This design comes from an exercise in tuning for small area and a short achievable clock period on the open sky130 flow, not from production work.
At most, simulation tests tie the RTL to the original design; equivalence was not proved.
The RTL of runs 1 to 4 was laid out without a check of its function.

--- flow/flow/run.sh ---
#!/bin/bash
# Standard layout, with the port buffers made from plain buffers instead of
# the delay cells buffer_ports picks by default.
set -euo pipefail
export BUFFER_PORTS_ARGS="-buffer_cell sky130_fd_sc_hd__buf_2"
bash standard.sh finish > standard_finish.log 2>&1
--- flow/standard.sh ---
#!/bin/bash
# synth_recipe.tcl (not shown) runs the flow's synth.tcl, then flattens the netlist and writes it again
# the make line also repeats each setting of config.mk as NAME=value (left out here)
make -C /OpenROAD-flow-scripts/flow DESIGN_CONFIG=/design/flow/config.mk WORK_HOME=/design/flow/orfs CLKGATE_MAP_FILE= SYNTH_SCRIPT=/design/flow/synth_recipe.tcl "${@:-finish}"
--- flow/config.mk ---
export PLATFORM = sky130hd
export DESIGN_NAME = simon32_64
export DESIGN_NICKNAME = simon32_64
export VERILOG_FILES = /design/flow/design.v
export SDC_FILE = /design/flow/constraint.sdc
export NUM_CORES = 4
export LEC_CHECK = 0
export CAP_MARGIN = 20
export CORE_MARGIN = 2
export CORE_UTILIZATION = 40
export SLEW_MARGIN = 20
--- flow/constraint.sdc ---
create_clock -name core_clock -period 2.5 [get_ports {clk}]
set_input_delay 0.5000 -clock core_clock [delete_from_list [all_inputs] [get_ports {clk}]]
set_output_delay 0.5000 -clock core_clock [all_outputs]
set_load 0.01 [all_outputs]
--- flow/design.v ---
module shifter #(
  parameter int AMOUNT = 1
) (
  input  logic [15:0] shift_in,
  output logic [15:0] shift_out
);
  assign shift_out = (shift_in << AMOUNT) | (shift_in >> (16 - AMOUNT));
endmodule
module round (
  input  logic [15:0] x_in, w_in, k1, k2,
  output logic [15:0] x_out, w_out
);
  logic [15:0] a1, a2, a8, x1, b1, b2, b8;
  shifter #(1) A1 (x_in, a1);
  shifter #(8) A8 (x_in, a8);
  shifter #(2) A2 (x_in, a2);
  assign x1 = (a1 & a8) ^ (a2 ^ w_in);
  shifter #(1) B1 (x1, b1);
  shifter #(8) B8 (x1, b8);
  shifter #(2) B2 (x1, b2);
  assign x_out = (b1 & b8) ^ (b2 ^ (x_in ^ k1));
  assign w_out = x1 ^ k2;
endmodule
module key_gen (
  input  logic [63:0] key_in,
  input  logic        z0, z1,
  output logic [63:0] key_out
);
  logic [15:0] k0, k1, k2, k3, k4, k5, p, q, p3, p4, k1r, k2r, k3r3, k3r4, k3r6, k3r8;
  assign k0 = key_in[15:0];
  assign k1 = key_in[31:16];
  assign k2 = key_in[47:32];
  assign k3 = key_in[63:48];
  shifter #(15) R1a (k1, k1r);       
  shifter #(15) R1b (k2, k2r);       
  shifter #(13) R3  (k3, k3r3);      
  shifter #(12) R4  (k3, k3r4);      
  shifter #(10) R6  (k3, k3r6);      
  shifter #(8)  R8  (k3, k3r8);      
  assign p  = k0 ^ k1 ^ k1r ^ {14'h3fff, 1'b0, z0};
  assign q  = k3r3 ^ k3r4;
  assign k4 = p ^ q;
  shifter #(13) P3 (p, p3);          
  shifter #(12) P4 (p, p4);          
  assign k5 = (p3 ^ p4) ^ ((k1 ^ k2 ^ k2r ^ {14'h3fff, 1'b0, z1}) ^ (k3r6 ^ k3r8));
  assign key_out = {k5, k4, k3, k2};
endmodule
module simon32_64 (
	input  logic clk, reset,
	input  logic in_valid,
	output logic in_ready,
	input  logic [31:0] plaintext,
	input  logic [63:0] key,
	output logic out_valid,
	output logic [31:0] ciphertext
);
	localparam logic [2:0] A_FIRST = 3'b110;
	localparam logic [3:0] B_LAST  = 4'b1101;
	logic [15:0] xa, wa, xb, wb;
	logic [63:0] ka, kb;
	logic [2:0]  ca, ca_next;
	logic [3:0]  cb, cb_next;
	logic        va, free_b, last_b;
	logic [15:0] xab, wab, xba, wba;
	logic [63:0] kab, kba;
	always_comb begin
		case (ca)
			3'b110:  cb_next = 4'b1100;
			3'b100:  cb_next = 4'b1000;
			3'b000:  cb_next = 4'b1001;
			3'b010:  cb_next = 4'b0100;
			3'b011:  cb_next = 4'b1010;
			3'b001:  cb_next = 4'b0101;
			3'b111:  cb_next = 4'b0000;
			default: cb_next = 4'b1101;
		endcase
		case (cb)
			4'b1100: ca_next = 3'b100;
			4'b1000: ca_next = 3'b000;
			4'b1001: ca_next = 3'b010;
			4'b0100: ca_next = 3'b011;
			4'b1010: ca_next = 3'b001;
			4'b0101: ca_next = 3'b111;
			default: ca_next = 3'b101;
		endcase
	end
	assign last_b = (cb == B_LAST);
	round   rab (xa, wa, ka[31:16], ka[47:32], xab, wab);
	key_gen gab (ka, ca[2], ca[1], kab);
	round   rba (xb, wb, kb[31:16], kb[47:32] & {16{!last_b}}, xba, wba);
	key_gen gba (kb, cb[3], cb[2], kba);
	always_ff @(posedge clk) begin
		xb <= xab;
		wb <= wab;
		kb <= kab;
		cb <= cb_next;
		if (free_b) begin
			xa <= plaintext[31:16];
			wa <= plaintext[15:0] ^ key[15:0];
			ka <= key;
			ca <= A_FIRST;
		end else begin
			xa <= xba;
			wa <= wba;
			ka <= kba;
			ca <= ca_next;
		end
	end
	always_ff @(posedge clk) begin
		if (reset) begin
			va        <= 1'b0;
			free_b    <= 1'b1;
			out_valid <= 1'b0;
		end else begin
			va        <= free_b ? in_valid : !last_b;
			free_b    <= !va;
			out_valid <= !free_b && last_b;
		end
	end
	assign in_ready   = free_b;
	assign ciphertext = {xa, wa};
endmodule
==> results of run 1 <==
## area by class of cell
cell class,instances,area share
repair buffers,141,0.0593
flip-flops and latches,202,0.329
multi-input cells,751,0.515
well taps,335,0.0341
inverters,4,0.00122
clock buffers,33,0.0540
clock inverters,7,0.00693
## Yosys cell counts
cell,n,share of area
xor2_1,70,0.058
or3_1,16,0.0095
xnor2_1,371,0.31
buf_1,2,0.00071
clkbuf_8,1,0.0013
o21ai_0,32,0.015
o32ai_1,1,0.00083
ha_1,5,0.0059
dlygate4sd1_1,1,0.00083
xnor3_1,35,0.074
clkbuf_1,21,0.0074
nand4b_1,1,0.00083
dfxtp_1,202,0.38
nand2b_1,2,0.0012
buf_6,3,0.0032
xor2_2,1,0.0015
nand2_1,81,0.029
buf_2,12,0.0057
a21oi_1,7,0.0033
xnor2_2,4,0.0061
mux2_2,48,0.051
o21ai_1,14,0.0066
nor2b_1,3,0.0018
nor2_1,40,0.014
a31oi_1,17,0.010
nor3_1,2,0.00095
inv_1,4,0.0014
o21bai_1,1,0.00071
## worst max path at each step
stage	cells after the start	start	slack (ns)	end
global placement	4	kb[16]$_DFF_P_	0.52	ka[61]$_DFF_P_
global route	4	kb[16]$_DFF_P_	0.44	ka[61]$_DFF_P_
floorplan	4	kb[31]$_DFF_P_	0.93	ka[59]$_DFF_P_
CTS	4	kb[16]$_DFF_P_	0.48	ka[61]$_DFF_P_
detailed placement	4	kb[16]$_DFF_P_	0.49	ka[61]$_DFF_P_
finish	4	kb[16]$_DFF_P_	0.47	ka[61]$_DFF_P_
## cell families (layout without fill, tap and decap cells)
family | Yosys count | count (layout)
xor+xnor | 481 | 481
flops | 202 | 202
simple gates | 145 | 145
compound gates | 72 | 72
mux | 48 | 48
buf+inv | 44 | 185
fa+ha+maj | 5 | 5
## registers in the layout, summed over array words and instances, names as in the netlist
register and cells:
xa 16, va 1, free_b 1, wb 16, ca 3, xb 16
out_valid 1, cb 4, kb 64, ka 64, wa 16
## metal layers
metal  vias to the layer above  wire [um]  track usage
met5                         -          0            0
met4                         0       1070       0.0701
met3                        51       2050       0.0475
met2                       246      14600        0.368
met1                      3365      14600        0.316
li1                       3427          -            -
## metrics by stage
step                instances  utilization  instance area (um^2)
detailed placement       1433        0.443                 11500
finish                   1473        0.471                 12300
floorplan                 997            -                 10600
global placement         1433        0.443                 11500
CTS                      1473        0.471                 12300
global route             1473        0.471                 12300
==> impl_metrics.ini, run 1 <==
[run_status]
status = no timing/DRC/antenna violations

[critical_path]
startpoint_type = register
r2r_end = ka[61]$_DFF_P_
critPathRequiredTime_ns = 2.94
crit_top_cell = xnor3_1
r2r-start = kb[16]$_DFF_P_
cp_max_fo = 5
reg2reg_slack_ns = 0.47
worst_setup_path_end_kind = register
cpMaxStageDelayCell = dfxtp_1
crit_type = reg2reg
crit_path_max_incr_delay_ns = 0.69
crit_buf_inv = 0
crit_arrival_ns = 2.46
timing.critical_path.cells = xnor3_1, xnor2_2, xnor3_1, o21ai_1
path_delay_family = XOR/XNOR gates
rr_worst_depth = 4

[final_layout]
drive_gt1_frac = 0.203
final_cell_mix = xnor2_1, dfxtp_1, buf_2
diodes = 0
final-seq-area_mm2 = 0.00405
multi_input_area_mm2 = 0.00633
final.fill_count = 2545
fin_nets = 1227
synthToLayoutAreaGrowth_pct = 16.0
final_common_cell = xnor2_1

[clock_tree]
clock_path_buffers = 3
cts_buffers = 23
post_cts_resized = 0
clockRootBuffer = clkbuf_16
clock_sinks = 202
cts_tree = done
clkLatencyLatePin_ns = 0.51
cts_hold_buffers = 0
htreeDepth = 1
postCtsSetupBuffers = 0
cts.clk_slew.worst_paths_ns = 0.06

[synth]
syn_inst = 997
synth_xor_area_frac = 0.447
synthSimpleGateAreaFrac = 0.0571
syn_avg_cell_area_um2 = 10.6
synth_seq_cells = 202
synthMuxAreaShare = 0.0510
syn-cell-area_mm2 = 0.0106
synth_fa_ha_area_frac = 0.00591
ys_warn_count = 1
ys_seq_area_frac = 0.382
synth-compound-area-share = 0.0366
syn-num-nets = 1101
yosysUniqueCellTypes = 28
synth_top_family_by_area = XOR/XNOR gates

[global_routing]
grt_overflow = 0
grt_pass1_wl_mm = 46.9
grt_max_degree = 35
antenna_found_initial = 1
grt_pass1_vias = 7179
track_usage = 0.231

[sta]
drv_slew = 0
clock.fmax_mhz = 493
rsz0062_at_grt = no
fin_crit_ns = 2.03
holdWs_ns = 0.181
setup_violations = 0
setup_slack_ns = 0.473
fin_crit_sh = 0.811
setup_tns_ns = 0
max_slew.worst_pin.slew_ns = 0.703
finalClockSkew_ns = 0.00924
slew_headroom = 0.528
finalHoldViolCount = 0

[hold_path]
whs_path_depth = 2
hold-path-endpoint = va$_SDFF_PP0_
worstHoldStart = reset
holdCritPathClass = in2reg

[drt]
antenna_left = 0
drt-initial-drc-count = 548
drt_drc_violations_left = 0
firstDrtPassIters = 4
viasPerCell = 4.81
num_vias = 7089
finalWirelength_mm = 32.3
avgRoutedWirePerCell_um = 22.0

[floorplan]
die-area_mm2 = 0.0278
die_h_um = 167
core_mm2 = 0.0261
placementRows = 59
pin_count = 133
dieWidth_um = 167
floorplan.initialDensity = 0.406

[place]
io_buffers = 132
dp_hpwl_mm = 26.0
dp_slack_ns = 0.490
gp_congestion = 0.868

[flow_run]
cap_violations = 0
==> run 2: changes to the inputs <==
--- a/flow/config.mk
+++ b/flow/config.mk
@@ -5,6 +5,7 @@
 export SDC_FILE = /design/flow/constraint.sdc
 export NUM_CORES = 4
 export LEC_CHECK = 0
+export ABC_CLOCK_PERIOD_IN_PS = 1200
 export CAP_MARGIN = 20
 export CORE_MARGIN = 2
 export CORE_UTILIZATION = 40
==> run 2 against run 1 <==
- clock skew did not move
- non-clock buffer count did not move
- global-route usage did not move
- synthesized cell count did not move
- critical path type unchanged
- critical endpoint unchanged
- largest cell class unchanged
- highest routed layer unchanged
==> impl_metrics.ini, run 2 <==
[sta]
rsz0062_at_grt = no
fin_crit_ns = 2.03
max_slew.worst_pin.slew_ns = 0.703
slew_headroom = 0.528
drv_slew = 0
clock.fmax_mhz = 493
finalHoldViolCount = 0
finalClockSkew_ns = 0.00924
setup_tns_ns = 0
setup_violations = 0
setup_slack_ns = 0.473
fin_crit_sh = 0.811

[final_layout]
final.fill_count = 2545
fin_nets = 1227
final_cell_mix = xnor2_1, dfxtp_1, buf_2
final_area_mm2 = 0.0123
diodes = 0
utilization = 0.471
final_common_cell = xnor2_1
synthToLayoutAreaGrowth_pct = 16.0
largestRegisters = ka x64, kb x64
drive_gt1_frac = 0.203

[synth]
async_flop_share = 0
ys_warn_count = 1
syn_avg_cell_area_um2 = 10.6
synth_area_leaders = dfxtp_1, xnor2_1, xnor3_1
synth_most_common_cell = xnor2_1
ys_seq_area_frac = 0.382
synth-edff-count = 0
syn_inst = 997
netlist_top_cells_count = xnor2_1, dfxtp_1, nand2_1
synth_area_leader_cell = dfxtp_1
synth_top_flop_cell = dfxtp_1
syn-cell-area_mm2 = 0.0106
netlist.area_leader.share = 0.382
syn-num-nets = 1101
yosysUniqueCellTypes = 28
synth_seq_cells = 202

[critical_path]
reg2reg_slack_ns = 0.47
crit_arrival_ns = 2.46
worst_setup_path_end_kind = register
critPathRequiredTime_ns = 2.94
critPathLaunch = kb[16]$_DFF_P_
cp_max_fo = 5
crit_type = reg2reg
r2r-start = kb[16]$_DFF_P_
startpoint_type = register

[global_routing]
grt_overflow = 0
track_usage = 0.231
grt_max_degree = 35
grt_pass1_wl_mm = 46.9
antenna_found_initial = 1
grt_pass1_vias = 7179

[clock_tree]
clockRootBuffer = clkbuf_16
cts_hold_buffers = 0
clkLatencyLatePin_ns = 0.51
clock_path_buffers = 3
cts_tree = done
cts.clk_slew.worst_paths_ns = 0.06
cts_buffers = 23
htreeDepth = 1
postCtsSetupBuffers = 0
clock_sinks = 202
post_cts_resized = 0

[drt]
antenna_left = 0
drt_drc_violations_left = 0
firstDrtPassIters = 4
finalWirelength_mm = 32.3
num_vias = 7089
avgRoutedWirePerCell_um = 22.0
drt-initial-drc-count = 548
viasPerCell = 4.81

[floorplan]
die_h_um = 167
placementRows = 59
core_mm2 = 0.0261
dieWidth_um = 167
die-area_mm2 = 0.0278
floorplan.initialDensity = 0.406
pin_count = 133

[place]
dp_slack_ns = 0.490
placed_area_mm2 = 0.0115
dp_hpwl_mm = 26.0
gp_congestion = 0.868
io_buffers = 132

[run_status]
status = no timing/DRC/antenna violations

[flow_run]
cap_violations = 0

[hold_path]
holdCritPathClass = in2reg
worstHoldStart = reset
==> run 2: cell families (layout without fill, tap and decap cells) <==
family / count (synthesis) / after routing / synth area share
XOR/XNOR: 481 / 481 / 0.447
flip-flops: 202 / 202 / 0.382
AND/OR/NAND/NOR: 145 / 145 / 0.0571
AO/OA/AOI/OAI: 72 / 72 / 0.0366
multiplexers: 48 / 48 / 0.0510
buffers and inverters: 44 / 185 / 0.0206
adder cells (fa/ha/maj): 5 / 5 / 0.00591
==> run 2: final cells by class <==
cell class / instances / area [um^2] / share of cell area
inverters: 4 / 15.0 / 0.00122
repair buffers: 141 / 728 / 0.0593
clock inverters: 7 / 85.1 / 0.00693
clock buffers: 33 / 663 / 0.0540
well taps: 335 / 419 / 0.0341
multi-input cells: 751 / 6330 / 0.515
flip-flops and latches: 202 / 4050 / 0.329
==> run 2: path summary, 6_finish.rpt <==
kind | end | cells past startpoint
worst max-delay path | ka[61]$_DFF_P_ | 4
worst min-delay path | va$_SDFF_PP0_ | 2
worst max register to register | ka[61]$_DFF_P_ | 4
worst min register to register | kb[17]$_DFF_P_ | 0
==> run 2: stage by stage <==
stage | std cells | hold slack, ns
after floorplan | 997 | 0.349
after global placement | 1433 | 0.361
after detailed placement | 1433 | 0.358
after CTS | 1473 | 0.168
after global routing | 1473 | 0.185
final | 1473 | 0.181
==> run 2: layer usage <==
metal | wire (um) | up-vias | share of wire | track usage
li1 | - | 3427 | - | -
met5 | 0 | - | 0 | 0
met1 | 14600 | 3365 | 0.45 | 0.316
met4 | 1070 | 0 | 0.033 | 0.0701
met2 | 14600 | 246 | 0.45 | 0.368
met3 | 2050 | 51 | 0.064 | 0.0475
==> run 2: worst max-delay path: stages (launching register included) <==
cell     delay, ns
dfxtp_1       0.69
xnor3_1       0.47
xnor2_2       0.24
xnor3_1       0.43
o21ai_1       0.13
==> run 3: changes to the inputs <==
--- a/flow/config.mk
+++ b/flow/config.mk
@@ -9,4 +9,5 @@
 export CAP_MARGIN = 20
 export CORE_MARGIN = 2
 export CORE_UTILIZATION = 40
+export SETUP_SLACK_MARGIN = 0.8
 export SLEW_MARGIN = 20
==> run 3 against run 2 <==
- critical path type unchanged
- critical endpoint unchanged
- via count is 0.85% higher
- sequential share of layout area is 0.12 points lower
- cell count up 0.41%
- utilization increased by 1.0 points
- still clean
- largest cell class unchanged
- worst hold slack got worse by 0.0012 ns
- wire length grew 1.2%
==> impl_metrics.ini, run 3 <==
[run_status]
status = no timing/DRC/antenna violations

[critical_path]
worst_setup_path_end_kind = register
cp_max_fo = 4
critPathRequiredTime_ns = 2.94
crit_type = reg2reg
crit_arrival_ns = 2.12
startpoint_type = register

[sta]
slew_headroom = 0.539
fin_crit_ns = 1.68
finalHoldViolCount = 0
drv_slew = 0
setup_violations = 0
rsz0062_at_grt = yes
setup_slack_ns = 0.815
finalClockSkew_ns = 0.00737
clock.fmax_mhz = 594
setup_tns_ns = 0
fin_crit_sh = 0.674
max_slew.worst_pin.slew_ns = 0.687

[floorplan]
die_h_um = 167
dieWidth_um = 167
placementRows = 59
floorplan.initialDensity = 0.406
core_mm2 = 0.0261
pin_count = 133
die-area_mm2 = 0.0278

[synth]
async_flop_share = 0
syn_inst = 997
syn-num-nets = 1101
yosysUniqueCellTypes = 28
netlist_top_cells_count = xnor2_1, dfxtp_1, nand2_1
syn_avg_cell_area_um2 = 10.6
ys_warn_count = 1
netlist.area_leader.share = 0.382
synth_seq_cells = 202
synth_most_common_cell = xnor2_1
synth_area_leaders = dfxtp_1, xnor2_1, xnor3_1
synth_area_leader_cell = dfxtp_1
synth-edff-count = 0
synth_top_flop_cell = dfxtp_1
ys_seq_area_frac = 0.382
syn-cell-area_mm2 = 0.0106

[flow_run]
cap_violations = 0

[global_routing]
grt_overflow = 0
grt_max_degree = 35
antenna_found_initial = 1
track_usage = 0.233
grt_pass1_vias = 7265
grt_pass1_wl_mm = 47.4

[drt]
drt_drc_violations_left = 0
antenna_left = 0
viasPerCell = 4.83
firstDrtPassIters = 4
drt-initial-drc-count = 460
num_vias = 7149
finalWirelength_mm = 32.7
avgRoutedWirePerCell_um = 22.1

[final_layout]
drive_gt1_frac = 0.259
diodes = 0
final_area_mm2 = 0.0125
fin_nets = 1233
largestRegisters = ka x64, kb x64
final_cell_mix = xnor2_1, dfxtp_1, buf_2
final_common_cell = xnor2_1
synthToLayoutAreaGrowth_pct = 18.5

[place]
gp_congestion = 0.868
dp_slack_ns = 0.490
placed_area_mm2 = 0.0115
io_buffers = 132
dp_hpwl_mm = 26.0

[clock_tree]
clkLatencyLatePin_ns = 0.51
cts_buffers = 23
cts_tree = done
cts.clk_slew.worst_paths_ns = 0.06
htreeDepth = 1
clock_sinks = 202
clockRootBuffer = clkbuf_16
clock_path_buffers = 3

[hold_path]
holdCritPathClass = in2reg
==> run 3: path summary, 6_finish.rpt <==
kind,from,endpoint,slack (ns),depth (start not counted)
worst min-delay path,reset,va$_SDFF_PP0_,0.18,2
worst min register to register,ka[49]$_DFF_P_,kb[17]$_DFF_P_,0.36,0
worst max register to register,kb[51]$_DFF_P_,ka[61]$_DFF_P_,0.82,4
worst max-delay path,kb[51]$_DFF_P_,ka[61]$_DFF_P_,0.82,4
==> run 3: cell type report <==
cell class | instances | area (um^2)
Inverter | 4 | 15.0
Multi-Input combinational cell | 751 | 6470
Clock buffer | 33 | 663
Clock inverter | 7 | 85.1
Fill cell | 2525 | 13500
Tap cell | 335 | 419
Sequential cell | 202 | 4120
Timing Repair Buffer | 147 | 777
==> run 3: routing by layer <==
| metal | wire [um] | vias up | part of all wire | GRT usage |
|---|---|---|---|---|
| li1 | - | 3449 | - | - |
| met1 | 14400 | 3408 | 0.44 | 0.318 |
| met2 | 14800 | 240 | 0.45 | 0.370 |
| met3 | 2370 | 52 | 0.072 | 0.0513 |
| met4 | 1110 | 0 | 0.034 | 0.0723 |
| met5 | 0 | - | 0 | 0 |
==> run 3: kinds of logic after synthesis <==
| family | share of synthesized area |
|---|---|
| compound gates | 0.0366 |
| xor+xnor | 0.447 |
| flops | 0.382 |
| fa+ha+maj | 0.00591 |
| mux | 0.0510 |
| buf+inv | 0.0206 |
| simple gates | 0.0571 |
==> run 3: timing repair <==
action | CTS | global route
resized for setup | 35 | 33
endpoints found under the setup margin | 27 | 26
hold buffers | 0 | 0
buffers inserted | 3 | 3
pin swaps | 0 | 6
==> run 3: through the flow <==
| stage | hold slack, ns | utilization | instances |
|---|---|---|---|
| global route | 0.191 | 0.481 | 1479 |
| finish | 0.180 | 0.481 | 1479 |
| detailed placement | 0.358 | 0.443 | 1433 |
| CTS | 0.168 | 0.475 | 1476 |
| global placement | 0.361 | 0.443 | 1433 |
| floorplan | 0.349 | - | 997 |
==> run 3: worst max-delay path, stage by stage (launching register included) <==
cell	delay (ns)
dfxtp_2	0.39
xnor3_1	0.46
xnor2_2	0.22
xnor3_1	0.41
o21ai_1	0.13
==> run 4: changes to the inputs <==
--- a/flow/config.mk
+++ b/flow/config.mk
@@ -5,9 +5,9 @@
 export SDC_FILE = /design/flow/constraint.sdc
 export NUM_CORES = 4
 export LEC_CHECK = 0
-export ABC_CLOCK_PERIOD_IN_PS = 1200
 export CAP_MARGIN = 20
 export CORE_MARGIN = 2
 export CORE_UTILIZATION = 40
-export SETUP_SLACK_MARGIN = 0.8
+export CTS_BUF_LIST = sky130_fd_sc_hd__clkbuf_4 sky130_fd_sc_hd__clkbuf_8
+export SETUP_SLACK_MARGIN = 0.3
 export SLEW_MARGIN = 20
==> run 4 against run 3 <==
- wire length rose by 0.23%
- highest routed layer unchanged
- critical path depth unchanged
- global-route usage rose by 0.14 points
- sequential share of layout area hardly changed
- still clean on timing, DRC and antenna
- register-to-register slack got worse by 0.37 ns
- largest cell class unchanged
==> impl_metrics.ini, run 4 <==
[run_status]
status = no timing/DRC/antenna violations

[synth]
syn_inst = 997
syn-cell-area_mm2 = 0.0106
synth_area_leader_cell = dfxtp_1
ys_seq_area_frac = 0.382
synth_top_flop_cell = dfxtp_1
netlist.area_leader.share = 0.382
syn_avg_cell_area_um2 = 10.6
yosysUniqueCellTypes = 28
synth_area_leaders = dfxtp_1, xnor2_1, xnor3_1
async_flop_share = 0
synth-edff-count = 0
synth_most_common_cell = xnor2_1
ys_warn_count = 1
synth_seq_cells = 202
syn-num-nets = 1101
netlist_top_cells_count = xnor2_1, dfxtp_1, nand2_1

[clock_tree]
cts_hold_buffers = 0
post_cts_resized = 0
cts_tree = done
clkLatencyLatePin_ns = 0.53
cts_buffers = 36
cts.clk_slew.worst_paths_ns = 0.06
postCtsSetupBuffers = 0
clock_sinks = 202
clock_path_buffers = 3
htreeDepth = 2
clockRootBuffer = clkbuf_8

[critical_path]
crit_top_cell = xnor3_1
crit_arrival_ns = 2.51
crit_buf_inv = 0
cpMaxStageDelayCell = dfxtp_1
worst_setup_path_end_kind = register
crit_path_max_incr_delay_ns = 0.70
critPathRequiredTime_ns = 2.95
path_delay_family = XOR/XNOR gates
cp_max_fo = 5
crit_type = reg2reg
startpoint_type = register
timing.critical_path.cells = xnor3_1, xnor2_2, xnor3_1, o21ai_1

[place]
dp_hpwl_mm = 26.0
io_buffers = 132
place_inst = 1433
placed_area_mm2 = 0.0115
gp_congestion = 0.868

[sta]
finalHoldViolCount = 0
fin_crit_ns = 2.05
holdWs_ns = 0.161
drv_slew = 0
fin_crit_sh = 0.821
rsz0062_at_grt = no
setup_tns_ns = 0
setup_violations = 0
max_slew.worst_pin.slew_ns = 0.723
slew_headroom = 0.515
clock.fmax_mhz = 487
finalClockSkew_ns = 0.0112

[final_layout]
drive_gt1_frac = 0.222
final_area_mm2 = 0.0123
largestRegisters = ka x64, kb x64
synthToLayoutAreaGrowth_pct = 16.3
final_cell_mix = xnor2_1, dfxtp_1, buf_2
diodes = 0
final_common_cell = xnor2_1
fin_nets = 1240
final_cells = 1495

[floorplan]
die_h_um = 167
core_mm2 = 0.0261
pin_count = 133
dieWidth_um = 167
placementRows = 59
die-area_mm2 = 0.0278
floorplan.initialDensity = 0.406

[global_routing]
grt_overflow = 0
grt_pass1_vias = 7309
grt_max_degree = 35
antenna_found_initial = 1
grt_pass1_wl_mm = 47.3
track_usage = 0.235

[drt]
firstDrtPassIters = 5
drt_drc_violations_left = 0
finalWirelength_mm = 32.8
antenna_left = 0
avgRoutedWirePerCell_um = 21.9
viasPerCell = 4.84
drt-initial-drc-count = 443
num_vias = 7229

[flow_run]
cap_violations = 0

[hold_path]
holdCritPathClass = in2reg
run 4: cell counts after synthesis:
No cell type changed its count.
run 4: path summary, 6_finish.rpt:
path / start / endpoint / slack, ns / cells after the start
hold reg to reg: ka[56]$_DFF_P_ / kb[24]$_DFF_P_ / 0.37 / 0
hold / removal: reset / va$_SDFF_PP0_ / 0.16 / 2
setup reg to reg: kb[16]$_DFF_P_ / ka[61]$_DFF_P_ / 0.45 / 4
setup / recovery: kb[16]$_DFF_P_ / ka[61]$_DFF_P_ / 0.45 / 4
run 4: area by class of cell:
cell class	count	area, um^2
clock buffer	59	712
clock inverter	3	65.1
fill	2542	13700
inverter	4	15.0
multi-input combinational	751	6330
sequential	202	4050
tap	335	419
timing repair buffer	141	728
run 4: worst register-to-register path: stages, from the launching register on:
cell and delay, ns:
dfxtp_1 0.70, xnor3_1 0.48, xnor2_2 0.25, xnor3_1 0.43, o21ai_1 0.13
run 4: kinds of logic (layout without fill, tap and decap cells):
| logic type | after synthesis | in the layout | synth area share |
|---|---|---|---|
| muxes | 48 | 48 | 0.0510 |
| and+or+nand+nor | 145 | 145 | 0.0571 |
| buffers and inverters | 44 | 207 | 0.0206 |
| xor gates and xnor gates | 481 | 481 | 0.447 |
| adders and majority gates | 5 | 5 | 0.00591 |
| DFF | 202 | 202 | 0.382 |
| AOI/OAI and AO/OA | 72 | 72 | 0.0366 |
run 4: stage by stage:
stage | util | worst slack [ns]
finish | 0.473 | 0.447
global route | 0.473 | 0.434
CTS | 0.473 | 0.474
detailed placement | 0.443 | 0.490
global placement | 0.443 | 0.523
floorplan | - | 0.927
run 4: layer usage:
layer / wire length, um / GRT usage / vias to the layer above
met2: 14700 / 0.369 / 263
met3: 2320 / 0.0513 / 55
li1: - / - / 3458
met1: 14700 / 0.316 / 3453
met5: 0 / 0 / -
met4: 1090 / 0.0907 / 0
==> run 5: changes to the inputs <==
--- a/flow/design.v
+++ b/flow/design.v
@@ -26,24 +26,29 @@
   input  logic        z0, z1,
   output logic [63:0] key_out
 );
-  logic [15:0] k0, k1, k2, k3, k4, k5, p, q, p3, p4, k1r, k2r, k3r3, k3r4, k3r6, k3r8;
-  assign k0 = key_in[15:0];
+  logic [15:0] p, k1, k2, k3, k4, k5, pn, c0, c1, bc0;
+  logic [15:0] k2r1, k3r1, k3r3, k3r4, k3r6, k3r8, pr3, pr4, c0r3, c0r4;
+  assign p  = key_in[15:0];
   assign k1 = key_in[31:16];
   assign k2 = key_in[47:32];
   assign k3 = key_in[63:48];
-  shifter #(15) R1a (k1, k1r);       
-  shifter #(15) R1b (k2, k2r);       
-  shifter #(13) R3  (k3, k3r3);      
-  shifter #(12) R4  (k3, k3r4);      
-  shifter #(10) R6  (k3, k3r6);      
-  shifter #(8)  R8  (k3, k3r8);      
-  assign p  = k0 ^ k1 ^ k1r ^ {14'h3fff, 1'b0, z0};
-  assign q  = k3r3 ^ k3r4;
-  assign k4 = p ^ q;
-  shifter #(13) P3 (p, p3);          
-  shifter #(12) P4 (p, p4);          
-  assign k5 = (p3 ^ p4) ^ ((k1 ^ k2 ^ k2r ^ {14'h3fff, 1'b0, z1}) ^ (k3r6 ^ k3r8));
-  assign key_out = {k5, k4, k3, k2};
+  assign c0 = {14'h3fff, 1'b0, z0};
+  assign c1 = {14'h3fff, 1'b0, z1};
+  shifter #(15) R2a (k2, k2r1);      
+  shifter #(15) R3a (k3, k3r1);      
+  shifter #(13) R3b (k3, k3r3);      
+  shifter #(12) R3c (k3, k3r4);      
+  shifter #(10) R3d (k3, k3r6);      
+  shifter #(8)  R3e (k3, k3r8);      
+  shifter #(13) RPa (p, pr3);        
+  shifter #(12) RPb (p, pr4);        
+  shifter #(13) RCa (c0, c0r3);      
+  shifter #(12) RCb (c0, c0r4);      
+  assign bc0 = c0r3 ^ c0r4;
+  assign k4 = p ^ (k3r3 ^ k3r4) ^ c0;
+  assign k5 = (k1 ^ (k2 ^ k2r1)) ^ ((pr3 ^ pr4) ^ (k3r6 ^ k3r8)) ^ bc0 ^ c1;
+  assign pn = k2 ^ k3 ^ k3r1;
+  assign key_out = {k5, k4, k3, pn};
 endmodule
 module simon32_64 (
 	input  logic clk, reset,
@@ -97,7 +102,7 @@
 		if (free_b) begin
 			xa <= plaintext[31:16];
 			wa <= plaintext[15:0] ^ key[15:0];
-			ka <= key;
+			ka <= {key[63:16], key[15:0] ^ key[31:16] ^ {key[16], key[31:17]}};
 			ca <= A_FIRST;
 		end else begin
 			xa <= xba;
--- a/flow/config.mk
+++ b/flow/config.mk
@@ -8,6 +8,5 @@
 export CAP_MARGIN = 20
 export CORE_MARGIN = 2
 export CORE_UTILIZATION = 40
-export CTS_BUF_LIST = sky130_fd_sc_hd__clkbuf_4 sky130_fd_sc_hd__clkbuf_8
-export SETUP_SLACK_MARGIN = 0.3
+export SETUP_SLACK_MARGIN = 1.0
 export SLEW_MARGIN = 20
==> run 5 against run 4 <==
- register-to-register slack better by 0.44 ns
- global-route usage rose by 1.9 points
- clock skew is 0.0020 ns higher
- largest cell class unchanged
- cell count up 4.3%
- final area is 9.5% higher
- area after synthesis is 1.5% lower
- setup slack gained 0.44 ns
- wire length up 6.0%
- sequential share of layout area down 1.3 points
- clock-buffer cell count decreased by 29
- flip-flop and latch count did not move
==> impl_metrics.ini, run 5 <==
[critical_path]
reg2reg_slack_ns = 0.88
critPathRequiredTime_ns = 2.95
cp_max_fo = 4
worst_setup_path_end_kind = register
crit_type = reg2reg
r2r_end = xa[12]$_DFF_P_
crit_arrival_ns = 2.06
startpoint_type = register
rr_worst_depth = 4
r2r-start = xb[12]$_DFF_P_

[global_routing]
antenna_found_initial = 0
grt_pass1_vias = 7582
track_usage = 0.253
grt_pass1_wl_mm = 49.0
grt_max_degree = 41
grt_overflow = 0

[synth]
syn_avg_cell_area_um2 = 10.2
synth_area_leaders = dfxtp_1, xnor2_1, xor2_1
async_flop_share = 0
synth-compound-area-share = 0.0405
netlist_top_cells_count = xnor2_1, dfxtp_1, nand2_1
syn_inst = 1023
synth-edff-count = 0
yosysUniqueCellTypes = 26
synth_xor_area_frac = 0.444
synth_top_family_by_area = XOR/XNOR gates
netlist.area_leader.share = 0.388
syn-cell-area_mm2 = 0.0104
synth_most_common_cell = xnor2_1
ys_seq_area_frac = 0.388
synth_seq_cells = 202
synth_area_leader_cell = dfxtp_1
synthMuxAreaShare = 0.0313
syn-num-nets = 1127
synth_top_flop_cell = dfxtp_1
synth_fa_ha_area_frac = 0.00600
ys_warn_count = 1
synthSimpleGateAreaFrac = 0.0743

[place]
dp_hpwl_mm = 26.5
io_buffers = 132
placed_area_mm2 = 0.0115
gp_congestion = 0.947

[drt]
viasPerCell = 4.97
drt-initial-drc-count = 615
num_vias = 7748
drt_drc_violations_left = 0
firstDrtPassIters = 5
avgRoutedWirePerCell_um = 22.3
finalWirelength_mm = 34.7
antenna_left = 0

[hold_path]
holdCritPathClass = in2reg
worstHoldStart = key[35]
hold-path-endpoint = ka[35]$_DFF_P_
whs_path_depth = 3

[final_layout]
final.fill_count = 2308
final-seq-area_mm2 = 0.00425
drive_gt1_frac = 0.333
final_cell_mix = xnor2_1, dfxtp_1, nand2_1
final_area_mm2 = 0.0135
diodes = 0
fin_nets = 1316
largestRegisters = ka x64, kb x64
final_common_cell = xnor2_1
synthToLayoutAreaGrowth_pct = 29.2
multi_input_area_mm2 = 0.00667

[sta]
fin_crit_sh = 0.646
clock.fmax_mhz = 619
fin_crit_ns = 1.62
finalClockSkew_ns = 0.0132
rsz0062_at_grt = yes
slew_headroom = 0.572
drv_slew = 0
max_slew.worst_pin.slew_ns = 0.637
setup_tns_ns = 0
setup_violations = 0
finalHoldViolCount = 0

[floorplan]
floorplan.initialDensity = 0.404
pin_count = 133
core_mm2 = 0.0258
dieWidth_um = 166
die-area_mm2 = 0.0274
placementRows = 59
die_h_um = 166

[clock_tree]
cts_hold_buffers = 0
htreeDepth = 1
clockRootBuffer = clkbuf_16
cts_tree = done
cts_buffers = 23
clock_path_buffers = 3
cts.clk_slew.worst_paths_ns = 0.06
clkLatencyLatePin_ns = 0.53
clock_sinks = 202

[run_status]
status = no timing/DRC/antenna violations

[flow_run]
cap_violations = 0
## run 5: repair_timing
item	in CTS	in global routing
pin swaps	26	14
setup endpoints to repair	103	67
hold endpoints to repair	0	0
buffers inserted	44	11
resized for setup	150	56
## run 5: area by class of cell
class | count | share of cell area
clock buffer | 30 | 0.0461
multi-input combinational | 778 | 0.495
clock inverter | 7 | 0.00659
timing repair buffer | 203 | 0.105
inverter | 4 | 0.00111
sequential | 202 | 0.315
tap | 335 | 0.0311
## run 5: per-stage QoR
stage	cells	util	hold WS, ns	worst slack, ns
after global routing	1559	0.522	0.176	0.846
after CTS	1548	0.506	0.165	0.892
after global placement	1467	0.445	0.356	0.817
after floorplan	1023	-	0.329	1.00
final	1559	0.522	0.170	0.885
after detailed placement	1467	0.445	0.361	0.821
## run 5: routing by layer
metal | wire, um | share of wire | vias up | track usage
met3 | 2830 | 0.081 | 78 | 0.0519
met2 | 15800 | 0.45 | 337 | 0.406
met1 | 14500 | 0.42 | 3677 | 0.332
met4 | 1650 | 0.047 | 0 | 0.107
li1 | - | - | 3656 | -
met5 | 0 | 0 | - | 0
## run 5: kinds of logic (layout without fill, tap and decap cells)
kind of cell    count (synthesis)  in the layout
xor+xnor                      489            489
flops                         202            202
simple gates                  180            180
compound gates                 75             75
buf+inv                        43            244
mux                            29             29
fa+ha+maj                       5              5
## run 5: critical path: stages (launching register included)
cell and delay [ns]:
dfxtp_4 0.37, xnor2_2 0.16, xnor3_1 0.43, or4_1 0.49, nand3_1 0.09
## run 5: worst max-delay path by stage
stage,start,endpoint,cells after the start
3_3_place_gp,xb[11]$_DFF_P_,xa[15]$_DFF_P_,4
5_1_grt,xb[13]$_DFF_P_,xa[13]$_DFF_P_,4
2_1_floorplan,xb[14]$_DFF_P_,xa[14]$_DFF_P_,4
6_report,xb[12]$_DFF_P_,xa[12]$_DFF_P_,4
3_5_place_dp,xb[1]$_DFF_P_,xa[5]$_DFF_P_,4
4_1_cts,xb[5]$_DFF_P_,xa[9]$_DFF_P_,4
==> run 6: changes to the inputs <==
--- a/flow/config.mk
+++ b/flow/config.mk
@@ -8,5 +8,5 @@
 export CAP_MARGIN = 20
 export CORE_MARGIN = 2
 export CORE_UTILIZATION = 40
-export SETUP_SLACK_MARGIN = 1.0
+export SETUP_SLACK_MARGIN = 1.2
 export SLEW_MARGIN = 20
==> run 6 against run 5 <==
- first-iteration DRC count down 1.8%
- global-route usage grew 1.6 points
- final area up 17%
- synthesized cell count unchanged
- critical path type unchanged
- cell count rose by 4.3%
- setup slack lost 0.071 ns
- flip-flop and latch count stayed put
- utilization grew 8.9 points
- area after synthesis unchanged
==> impl_metrics.ini, run 6 <==
[place]
gp_congestion = 0.929
place_inst = 1468
dp_slack_ns = 0.763
placed_area_mm2 = 0.0116
io_buffers = 132
dp_hpwl_mm = 27.9

[synth]
yosysUniqueCellTypes = 26
netlist.area_leader.share = 0.388
syn-cell-area_mm2 = 0.0104
synth-edff-count = 0
ys_seq_area_frac = 0.388
synth_top_flop_cell = dfxtp_1
syn-num-nets = 1127
async_flop_share = 0
synth_area_leader_cell = dfxtp_1
synth_most_common_cell = xnor2_1
synth_seq_cells = 202
syn_inst = 1023
synth_area_leaders = dfxtp_1, xnor2_1, xor2_1
netlist_top_cells_count = xnor2_1, dfxtp_1, nand2_1
syn_avg_cell_area_um2 = 10.2
ys_warn_count = 1

[global_routing]
track_usage = 0.270
grt_overflow = 0
grt_pass1_vias = 7844
antenna_found_initial = 0
grt_pass1_wl_mm = 51.8
grt_max_degree = 41

[sta]
finalClockSkew_ns = 0.0137
setup_tns_ns = 0
clock.fmax_mhz = 593
fin_crit_ns = 1.69
holdWs_ns = 0.152
max_slew.worst_pin.slew_ns = 0.565
finalHoldViolCount = 0
fin_crit_sh = 0.674
drv_slew = 0
setup_slack_ns = 0.814
rsz0062_at_grt = yes
slew_headroom = 0.621
setup_violations = 0

[critical_path]
startpoint_type = register
critPathRequiredTime_ns = 2.96
crit_path_max_incr_delay_ns = 0.50
reg2reg_slack_ns = 0.81
endpoint = xa[6]$_DFF_P_
critPathLaunch = xb[6]$_DFF_P_
timing.critical_path.cells = xnor2_2, xnor3_2, or4_1, nand3_1
crit_type = reg2reg
crit_arrival_ns = 2.15
rr_worst_depth = 4
r2r-start = xb[6]$_DFF_P_
cp_max_fo = 4
cpMaxStageDelayCell = or4_1
worst_setup_path_end_kind = register
r2r_end = xa[6]$_DFF_P_

[floorplan]
die-area_mm2 = 0.0274
core_mm2 = 0.0258
placementRows = 59
die_h_um = 166
dieWidth_um = 166
pin_count = 133
floorplan.initialDensity = 0.404

[final_layout]
final_common_cell = xnor2_1
final.fill_count = 2008
final_area_mm2 = 0.0158
largestRegisters = ka x64, kb x64
final_cell_mix = xnor2_1, buf_2, nand2_1, dfxtp_1, xor2_1
fin_nets = 1377
synthToLayoutAreaGrowth_pct = 51.2
drive_gt1_frac = 0.481
final_cells = 1626
diodes = 0

[clock_tree]
clock_path_buffers = 3
clockRootBuffer = clkbuf_16
cts_buffers = 24
cts_tree = done
clock_sinks = 202
clkLatencyLatePin_ns = 0.53
htreeDepth = 1
cts_hold_buffers = 0
cts.clk_slew.worst_paths_ns = 0.06

[drt]
num_vias = 8309
antenna_left = 0
firstDrtPassIters = 5
drt_drc_violations_left = 0
avgRoutedWirePerCell_um = 24.2
viasPerCell = 5.11
drt-initial-drc-count = 604
finalWirelength_mm = 39.4

[hold_path]
holdCritPathClass = in2reg

[flow_run]
cap_violations = 0

[run_status]
status = no timing/DRC/antenna violations
-- run 6: worst min path at each step --
stage                               from                   end  slack, ns  depth (start not counted)
after floorplan           ka[50]$_DFF_P_        kb[18]$_DFF_P_       0.33                          0
after CTS                          reset         va$_SDFF_PP0_       0.15                          2
after global routing               reset  out_valid$_SDFF_PP0_       0.16                          2
final                              reset         va$_SDFF_PP0_       0.15                          2
after detailed placement   va$_SDFF_PP0_     free_b$_SDFF_PP1_       0.37                          1
after global placement     va$_SDFF_PP0_     free_b$_SDFF_PP1_       0.36                          1
-- run 6: worst max-delay path, delay by kind of cell, from the launching register on --
kind / cells / cell delay [ns]
flip-flops: 1 / 0.41
AND/OR/NAND/NOR: 2 / 0.59
XOR/XNOR: 2 / 0.60
-- run 6: routing by layer --
layer  global-route usage  wire, um
met3               0.0397      2840
met4               0.0960      1500
met1                0.363     16200
met5                    0         0
met2                0.442     18900
-- run 6: cells by family after synthesis --
family	Yosys count	share of synthesized area
DFF	202	0.388
buffers and inverters	43	0.0162
and+or+nand+nor	180	0.0743
adders and majority gates	5	0.00600
xor gates and xnor gates	489	0.444
AOI/OAI and AO/OA	75	0.0405
muxes	29	0.0313
-- run 6: what timing repair did --
action                     4_1_cts  5_1_grt
cloned                           1        3
setup endpoints to repair      138      119
gates resized for setup        249      230
pin swaps                       38      112
setup buffers                   50       60
-- run 6: per-stage QoR --
step                 util
floorplan               -
global placement    0.447
detailed placement  0.447
CTS                 0.541
global route        0.611
finish              0.611
-- run 6: cell type report --
class | instances | area (um^2) | share of cell area
Inverter | 4 | 27.5 | 0.00174
Sequential cell | 202 | 4320 | 0.274
Clock buffer | 35 | 733 | 0.0465
Clock inverter | 9 | 85.1 | 0.00539
Multi-Input combinational cell | 778 | 7970 | 0.505
Timing Repair Buffer | 263 | 2220 | 0.141
Tap cell | 335 | 419 | 0.0266
==> run 7: changes to the inputs <==
--- a/flow/config.mk
+++ b/flow/config.mk
@@ -8,5 +8,7 @@
 export CAP_MARGIN = 20
 export CORE_MARGIN = 2
 export CORE_UTILIZATION = 40
-export SETUP_SLACK_MARGIN = 1.2
+export CTS_CLUSTER_DIAMETER = 100
+export CTS_CLUSTER_SIZE = 25
+export SETUP_SLACK_MARGIN = 0.8
 export SLEW_MARGIN = 20
==> run 7 against run 6 <==
- non-clock buffer count is 114 lower
- register-to-register slack hardly changed
- first-iteration DRC count is 4.3% lower
- sequential share of layout area is 6.8 points higher
- utilization is 15 points lower
==> impl_metrics.ini, run 7 <==
[run_status]
status = no timing/DRC/antenna violations

[critical_path]
startpoint_type = register
cp_max_fo = 13
crit_arrival_ns = 1.19
reg2reg_slack_ns = 0.82
cpMaxStageDelayCell = dfxtp_4
crit_type = reg2out
path_delay_family = flip-flops
endpoint = in_ready
crit_path_max_incr_delay_ns = 0.51
rr_worst_depth = 4
timing.critical_path.cells = buf_2
worst_setup_path_end_kind = primary output
critPathRequiredTime_ns = 2.00
r2r-start = xb[9]$_DFF_P_
crit_cells = 1
r2r_end = xa[9]$_DFF_P_
crit_buf_inv = 1
critPathLaunch = free_b$_SDFF_PP1_

[synth]
synth_top_flop_cell = dfxtp_1
synth_seq_cells = 202
synth_most_common_cell = xnor2_1
syn_avg_cell_area_um2 = 10.2
syn-num-nets = 1127
syn-cell-area_mm2 = 0.0104
syn_inst = 1023
yosysUniqueCellTypes = 26
synth_area_leaders = dfxtp_1, xnor2_1, xor2_1
ys_seq_area_frac = 0.388
ys_warn_count = 1
netlist_top_cells_count = xnor2_1, dfxtp_1, nand2_1
netlist.area_leader.share = 0.388
async_flop_share = 0
synth_area_leader_cell = dfxtp_1
synth-edff-count = 0

[drt]
avgRoutedWirePerCell_um = 22.4
num_vias = 7272
firstDrtPassIters = 5
viasPerCell = 4.90
drt-initial-drc-count = 578
drt_drc_violations_left = 0
antenna_left = 0
finalWirelength_mm = 33.3

[floorplan]
pin_count = 133
die-area_mm2 = 0.0274
placementRows = 59
core_mm2 = 0.0258
floorplan.initialDensity = 0.404
die_h_um = 166
dieWidth_um = 166

[sta]
setup_violations = 0
drv_slew = 0
finalHoldViolCount = 0
clock.fmax_mhz = 593
slew_headroom = 0.473
finalClockSkew_ns = 0.0320
fin_crit_sh = 0.675
setup_tns_ns = 0
rsz0062_at_grt = yes
fin_crit_ns = 1.69
max_slew.worst_pin.slew_ns = 0.785
holdWs_ns = 0.198

[final_layout]
final_cells = 1484
final_cell_mix = xnor2_1, dfxtp_1, buf_2
final.fill_count = 2533
diodes = 0
drive_gt1_frac = 0.208
final_common_cell = xnor2_1
fin_nets = 1251
utilization = 0.463
largestRegisters = ka x64, kb x64
synthToLayoutAreaGrowth_pct = 14.7

[flow_run]
cap_violations = 0

[global_routing]
grtUsageMet1 = 0.331
grt_max_degree = 79
grt_use_met3 = 0.0340
grtUsageMet2 = 0.405
grt_overflow = 0
antenna_found_initial = 0
track_usage = 0.244
grt_pass1_wl_mm = 47.3
grt_pass1_vias = 7141
grt-busiest-layer = met2

[place]
dp_hpwl_mm = 26.7
place_inst = 1464
io_buffers = 132
gp_congestion = 0.904

[clock_tree]
clock_sinks = 202
cts_tree = done
htreeDepth = 1
cts.clk_slew.worst_paths_ns = 0.11
cts_buffers = 12
clockRootBuffer = clkbuf_16
clock_path_buffers = 3
clkLatencyLatePin_ns = 0.49

[hold_path]
holdCritPathClass = in2reg
## run 7: cell counts after synthesis
No cell type changed its count.
## run 7: logic make-up after synthesis
group	Yosys count	share of synthesized area
buffers and inverters	43	0.0162
adders and majority gates	5	0.00600
and+or+nand+nor	180	0.0743
DFF	202	0.388
muxes	29	0.0313
xor gates and xnor gates	489	0.444
AOI/OAI and AO/OA	75	0.0405
## run 7: worst min path at each step
stage | from | to | slack [ns] | depth (start not counted)
floorplan | ka[50]$_DFF_P_ | kb[18]$_DFF_P_ | 0.33 | 0
global placement | va$_SDFF_PP0_ | free_b$_SDFF_PP1_ | 0.36 | 1
detailed placement | va$_SDFF_PP0_ | free_b$_SDFF_PP1_ | 0.36 | 1
CTS | reset | va$_SDFF_PP0_ | 0.19 | 2
global route | reset | out_valid$_SDFF_PP0_ | 0.19 | 2
finish | reset | va$_SDFF_PP0_ | 0.20 | 2
## run 7: area by class of cell
cell class	instances	area [um^2]	share of cell area
Timing Repair Buffer	149	827	0.0691
Multi-Input combinational cell	778	6260	0.523
Inverter	4	15.0	0.00125
Sequential cell	202	4090	0.342
Tap cell	335	419	0.0350
Clock inverter	2	28.8	0.00240
Clock buffer	14	329	0.0275
## run 7: worst reg2reg max path: cells and delay by family, from the launching register on
kind                      cells  cell delay (ns)
xor gates and xnor gates      2             0.63
DFF                           1             0.43
and+or+nand+nor               2             0.56
## run 7: through the flow
step / instance area [um^2] / setup slack [ns]
6_report: 12000 / 0.813
3_5_place_dp: 11500 / 0.737
3_3_place_gp: 11500 / 0.732
5_1_grt: 12000 / 0.761
4_1_cts: 11900 / 0.748
2_1_floorplan: 10400 / 0.901
## run 7: timing repair
| item | in CTS | in global routing |
|---|---|---|
| pin swaps | 0 | 2 |
| endpoints found under the setup margin | 20 | 19 |
| resized for setup | 18 | 19 |
| hold buffers | 0 | 0 |
| setup buffers | 1 | 3 |
| hold endpoints to repair | 0 | 0 |
## run 7: metal layers
layer | vias up | wire [um]
met4 | 0 | 1000
met3 | 38 | 1940
li1 | 3496 | -
met5 | - | 0
met1 | 3492 | 15000
met2 | 246 | 15400
==> run 8: changes to the inputs <==
--- a/flow/config.mk
+++ b/flow/config.mk
@@ -10,5 +10,5 @@
 export CORE_UTILIZATION = 40
 export CTS_CLUSTER_DIAMETER = 100
 export CTS_CLUSTER_SIZE = 25
-export SETUP_SLACK_MARGIN = 0.8
+export SETUP_SLACK_MARGIN = 0.9
 export SLEW_MARGIN = 20
==> run 8 against run 7 <==
- critical path depth up 3
- utilization up 1.6 points
- synthesized cell count unchanged
- sequential share of layout area down 0.39 points
- clock-buffer cell count unchanged
- clock skew down 0.0020 ns
- critical path type is now reg2reg
- via count up 1.5%
- worst hold slack better by 0.0058 ns
- non-clock buffer count up 13
- die area unchanged
- flip-flop and latch count unchanged
==> impl_metrics.ini, run 8 <==
[sta]
clock.fmax_mhz = 611
setup_violations = 0
setup_slack_ns = 0.865
finalHoldViolCount = 0
finalClockSkew_ns = 0.0300
rsz0062_at_grt = yes
fin_crit_ns = 1.64
holdWs_ns = 0.203
drv_slew = 0
slew_headroom = 0.482
setup_tns_ns = 0
fin_crit_sh = 0.654
max_slew.worst_pin.slew_ns = 0.772

[synth]
syn_avg_cell_area_um2 = 10.2
netlist_top_cells_count = xnor2_1, dfxtp_1, nand2_1
synth_most_common_cell = xnor2_1
ys_warn_count = 1
synth_area_leader_cell = dfxtp_1
synth_top_flop_cell = dfxtp_1
netlist.area_leader.share = 0.388
syn-cell-area_mm2 = 0.0104
yosysUniqueCellTypes = 26
synth_area_leaders = dfxtp_1, xnor2_1, xor2_1
async_flop_share = 0
ys_seq_area_frac = 0.388
synth_seq_cells = 202
syn_inst = 1023
syn-num-nets = 1127
synth-edff-count = 0

[clock_tree]
htreeDepth = 1
cts_hold_buffers = 0
clock_path_buffers = 3
clockRootBuffer = clkbuf_16
clkLatencyLatePin_ns = 0.49
cts_buffers = 12
clock_sinks = 202
cts_tree = done
cts.clk_slew.worst_paths_ns = 0.11

[global_routing]
grtUsageMet1 = 0.332
antenna_found_initial = 0
grt_pass1_vias = 7211
grtUsageMet2 = 0.410
track_usage = 0.247
grt_overflow = 0
grt_pass1_wl_mm = 47.8
grt_use_met3 = 0.0345
grt-busiest-layer = met2
grt_max_degree = 79

[place]
dp_hpwl_mm = 26.7
place_inst = 1464
io_buffers = 132
gp_congestion = 0.904
dp_slack_ns = 0.737

[critical_path]
crit_type = reg2reg
critPathLaunch = xb[4]$_DFF_P_
cp_max_fo = 4
r2r-start = xb[4]$_DFF_P_
worst_setup_path_end_kind = register
critPathRequiredTime_ns = 2.90
crit_arrival_ns = 2.04
startpoint_type = register

[hold_path]
worstHoldStart = key[34]
holdCritPathClass = in2reg

[final_layout]
fin_nets = 1264
final.fill_count = 2505
multi_input_area_mm2 = 0.00648
largestRegisters = ka x64, kb x64
final-seq-area_mm2 = 0.00418
diodes = 0
synthToLayoutAreaGrowth_pct = 18.6
drive_gt1_frac = 0.257
final_cells = 1497
final_cell_mix = xnor2_1, dfxtp_1, buf_2
final_common_cell = xnor2_1

[floorplan]
die-area_mm2 = 0.0274
pin_count = 133
die_h_um = 166
core_mm2 = 0.0258
placementRows = 59
dieWidth_um = 166
floorplan.initialDensity = 0.404

[drt]
firstDrtPassIters = 7
avgRoutedWirePerCell_um = 22.4
viasPerCell = 4.93
drt-initial-drc-count = 599
num_vias = 7380
antenna_left = 0
finalWirelength_mm = 33.6
drt_drc_violations_left = 0

[flow_run]
cap_violations = 0

[run_status]
status = no timing/DRC/antenna violations
## run 8: path summary, 6_finish.rpt
kind                                     endpoint  slack (ns)  depth (start not counted)
worst min register to register  free_b$_SDFF_PP1_        0.38                          1
worst max-delay path                xa[8]$_DFF_P_        0.86                          4
worst min-delay path               ka[34]$_DFF_P_        0.20                          3
worst max register to register      xa[8]$_DFF_P_        0.86                          4
## run 8: final cells by class
class                           count  area share
Clock buffer                       14      0.0266
Sequential cell                   202       0.338
Timing Repair Buffer              162      0.0748
Clock inverter                      2     0.00233
Multi-Input combinational cell    778       0.523
Tap cell                          335      0.0339
Inverter                            4     0.00121
## run 8: cells by family (layout without fill, tap and decap cells)
family / count (synthesis) / after routing / share of synthesized area
compound gates: 75 / 75 / 0.0405
fa+ha+maj: 5 / 5 / 0.00600
buf+inv: 43 / 182 / 0.0162
flops: 202 / 202 / 0.388
mux: 29 / 29 / 0.0313
xor+xnor: 489 / 489 / 0.444
simple gates: 180 / 180 / 0.0743
## run 8: routing by layer
layer,wire length (um),vias up
met4,1080,0
met1,14600,3545
met5,0,-
met2,15700,260
li1,-,3531
met3,2170,44
## run 8: through the flow
stage / util / area [um^2]
6_report: 0.479 / 12400
5_1_grt: 0.479 / 12400
4_1_cts: 0.469 / 12100
3_5_place_dp: 0.445 / 11500
3_3_place_gp: 0.445 / 11500
2_1_floorplan: - / 10400
## run 8: what timing repair did
action	in CTS	in global routing
setup buffers	6	11
gates resized for setup	73	40
setup endpoints to repair	47	35
pin swaps	13	11
## run 8: worst max-delay path, cell delays in order (launching register included)
cell and delay (ns):
dfxtp_4 0.42, xnor2_4 0.13, xnor3_1 0.44, or4_1 0.47
nand3_1 0.09
==> run 9: changes to the inputs <==
--- a/flow/config.mk
+++ b/flow/config.mk
@@ -8,7 +8,5 @@
 export CAP_MARGIN = 20
 export CORE_MARGIN = 2
 export CORE_UTILIZATION = 40
-export CTS_CLUSTER_DIAMETER = 100
-export CTS_CLUSTER_SIZE = 25
-export SETUP_SLACK_MARGIN = 0.9
+export SETUP_SLACK_MARGIN = 0.8
 export SLEW_MARGIN = 20
==> run 9 against run 8 <==
- still clean
- flip-flop and latch count stayed put
- synthesized cell count is the same
- first-iteration DRC count increased by 0.33%
- critical path depth decreased by 3
- setup slack worse by 0.069 ns
- area after synthesis unchanged
- worst hold slack got worse by 0.050 ns
- critical endpoint is now in_ready
==> impl_metrics.ini, run 9 <==
[critical_path]
timing.critical_path.cells = buf_2
crit_buf_inv = 1
crit_path_max_incr_delay_ns = 0.49
path_delay_family = flip-flops
critPathRequiredTime_ns = 2.00
cp_max_fo = 13
worst_setup_path_end_kind = primary output
cpMaxStageDelayCell = dfxtp_4
startpoint_type = register
reg2reg_slack_ns = 0.82
crit_arrival_ns = 1.20
crit_type = reg2out

[clock_tree]
htreeDepth = 1
clockRootBuffer = clkbuf_16
cts_buffers = 24
cts_hold_buffers = 0
cts_tree = done
cts.clk_slew.worst_paths_ns = 0.06
clock_path_buffers = 3
clock_sinks = 202
clkLatencyLatePin_ns = 0.54

[synth]
synth_top_flop_cell = dfxtp_1
syn-num-nets = 1127
synth_area_leader_cell = dfxtp_1
synthMuxAreaShare = 0.0313
syn_inst = 1023
yosysUniqueCellTypes = 26
ys_warn_count = 1
ys_seq_area_frac = 0.388
synth-compound-area-share = 0.0405
synth_xor_area_frac = 0.444
synth_seq_cells = 202
synth-edff-count = 0
async_flop_share = 0
syn-cell-area_mm2 = 0.0104
netlist_top_cells_count = xnor2_1, dfxtp_1, nand2_1
synthSimpleGateAreaFrac = 0.0743
synth_fa_ha_area_frac = 0.00600
netlist.area_leader.share = 0.388
syn_avg_cell_area_um2 = 10.2
synth_area_leaders = dfxtp_1, xnor2_1, xor2_1
synth_top_family_by_area = XOR/XNOR gates
synth_most_common_cell = xnor2_1

[drt]
viasPerCell = 4.90
avgRoutedWirePerCell_um = 22.3
num_vias = 7409
finalWirelength_mm = 33.7
firstDrtPassIters = 5
drt_drc_violations_left = 0
antenna_left = 0
drt-initial-drc-count = 601

[global_routing]
grt_max_degree = 79
track_usage = 0.248
grt_pass1_wl_mm = 48.0
grt_pass1_vias = 7279
grt_overflow = 0
antenna_found_initial = 0

[place]
io_buffers = 132
place_inst = 1464
gp_congestion = 0.904
dp_hpwl_mm = 26.7
dp_slack_ns = 0.737

[sta]
setup_violations = 0
setup_tns_ns = 0
clock.fmax_mhz = 587
setup_slack_ns = 0.796
max_slew.worst_pin.slew_ns = 0.793
finalClockSkew_ns = 0.0176
rsz0062_at_grt = yes
fin_crit_sh = 0.682
drv_slew = 0
fin_crit_ns = 1.70
slew_headroom = 0.468
finalHoldViolCount = 0

[floorplan]
floorplan.initialDensity = 0.404
die-area_mm2 = 0.0274
core_mm2 = 0.0258
placementRows = 59
pin_count = 133
die_h_um = 166
dieWidth_um = 166

[final_layout]
drive_gt1_frac = 0.226
final_common_cell = xnor2_1
final_cell_mix = xnor2_1, dfxtp_1, buf_2
largestRegisters = ka x64, kb x64
synthToLayoutAreaGrowth_pct = 19.4
fin_nets = 1263
utilization = 0.482
diodes = 0
final.fill_count = 2478
final_cells = 1511

[run_status]
status = no timing/DRC/antenna violations

[hold_path]
holdCritPathClass = in2reg

[flow_run]
cap_violations = 0
[run 9: final timing paths]
path	from	end	depth (start not counted)
hold reg to reg	va$_SDFF_PP0_	free_b$_SDFF_PP1_	1
setup reg to reg	xb[2]$_DFF_P_	xa[6]$_DFF_P_	4
setup / recovery	free_b$_SDFF_PP1_	in_ready	1
hold / removal	key[34]	ka[34]$_DFF_P_	3
[run 9: layout make-up]
class / instances / area, um^2 / area share
multi-input cells: 778 / 6260 / 0.502
flip-flops and latches: 202 / 4090 / 0.328
repair buffers: 149 / 821 / 0.0659
clock buffers: 35 / 732 / 0.0588
well taps: 335 / 419 / 0.0337
clock inverters: 8 / 121 / 0.00974
inverters: 4 / 15.0 / 0.00121
[run 9: cells by family after synthesis]
kind of cell	after synthesis
adders and majority gates	5
DFF	202
xor gates and xnor gates	489
AOI/OAI and AO/OA	75
muxes	29
and+or+nand+nor	180
buffers and inverters	43
[run 9: metal layers]
layer,wire [um],up-vias,track usage
met5,0,-,0
met3,2180,65,0.0357
met2,15500,274,0.407
met4,1400,0,0.0944
met1,14600,3526,0.331
li1,-,3544,-
[run 9: what timing repair did]
item,4_1_cts,5_1_grt
setup endpoints to repair,19,24
gates resized for setup,19,18
pin swaps,0,2
buffers inserted,1,3
[run 9: worst min-delay path, cell delays in order]
cell and delay, ns:
buf_2 0.07, nand2_1 0.04, o21ai_0 0.05
[run 9: stage by stage]
| stage | cell area [um^2] | hold WS (ns) |
|---|---|---|
| floorplan | 10400 | 0.329 |
| global placement | 11500 | 0.358 |
| detailed placement | 11500 | 0.362 |
| CTS | 12400 | 0.146 |
| global route | 12500 | 0.159 |
| finish | 12500 | 0.153 |

static timing again, ports no longer ideal:
Ports are ideal in the flow. The routed layouts listed here were re-timed in OpenROAD.
Step 1 sets driving cells, clkbuf_16 on the clock port and buf_2 on the other inputs (assumed; they add their load-dependent delay and slew).
Step 2 moves the port delays by t, midway between the first and last clock arrival at a register: inputs arrive t later, outputs are due t later. That takes back most of the time a late clock gives input paths.
a / b / c = ideal ports / drivers / drivers and shift; a / b = the first two.
run | t (ns) | slack for setup (ns) | worst setup path at the end
run 1 | 0.548 | 0.473 / 0.473 / 0.473 | register to register
run 2 | 0.548 | 0.473 / 0.473 / 0.473 | register to register
run 3 | 0.548 | 0.815 / 0.807 / 0.815 | register to register
run 4 | 0.567 | 0.447 / 0.447 / 0.447 | register to register
run 5 | 0.565 | 0.885 / 0.863 / 0.885 | register to register
run 6 | 0.573 | 0.814 / 0.814 / 0.814 | register to register
run 7 | 0.522 | 0.813 / 0.765 / 0.818 | register to register
run 8 | 0.522 | 0.865 / 0.865 / 0.865 | register to register
run 9 | 0.586 | 0.796 / 0.744 / 0.825 | register to register
After both steps every run listed still meets setup and hold.
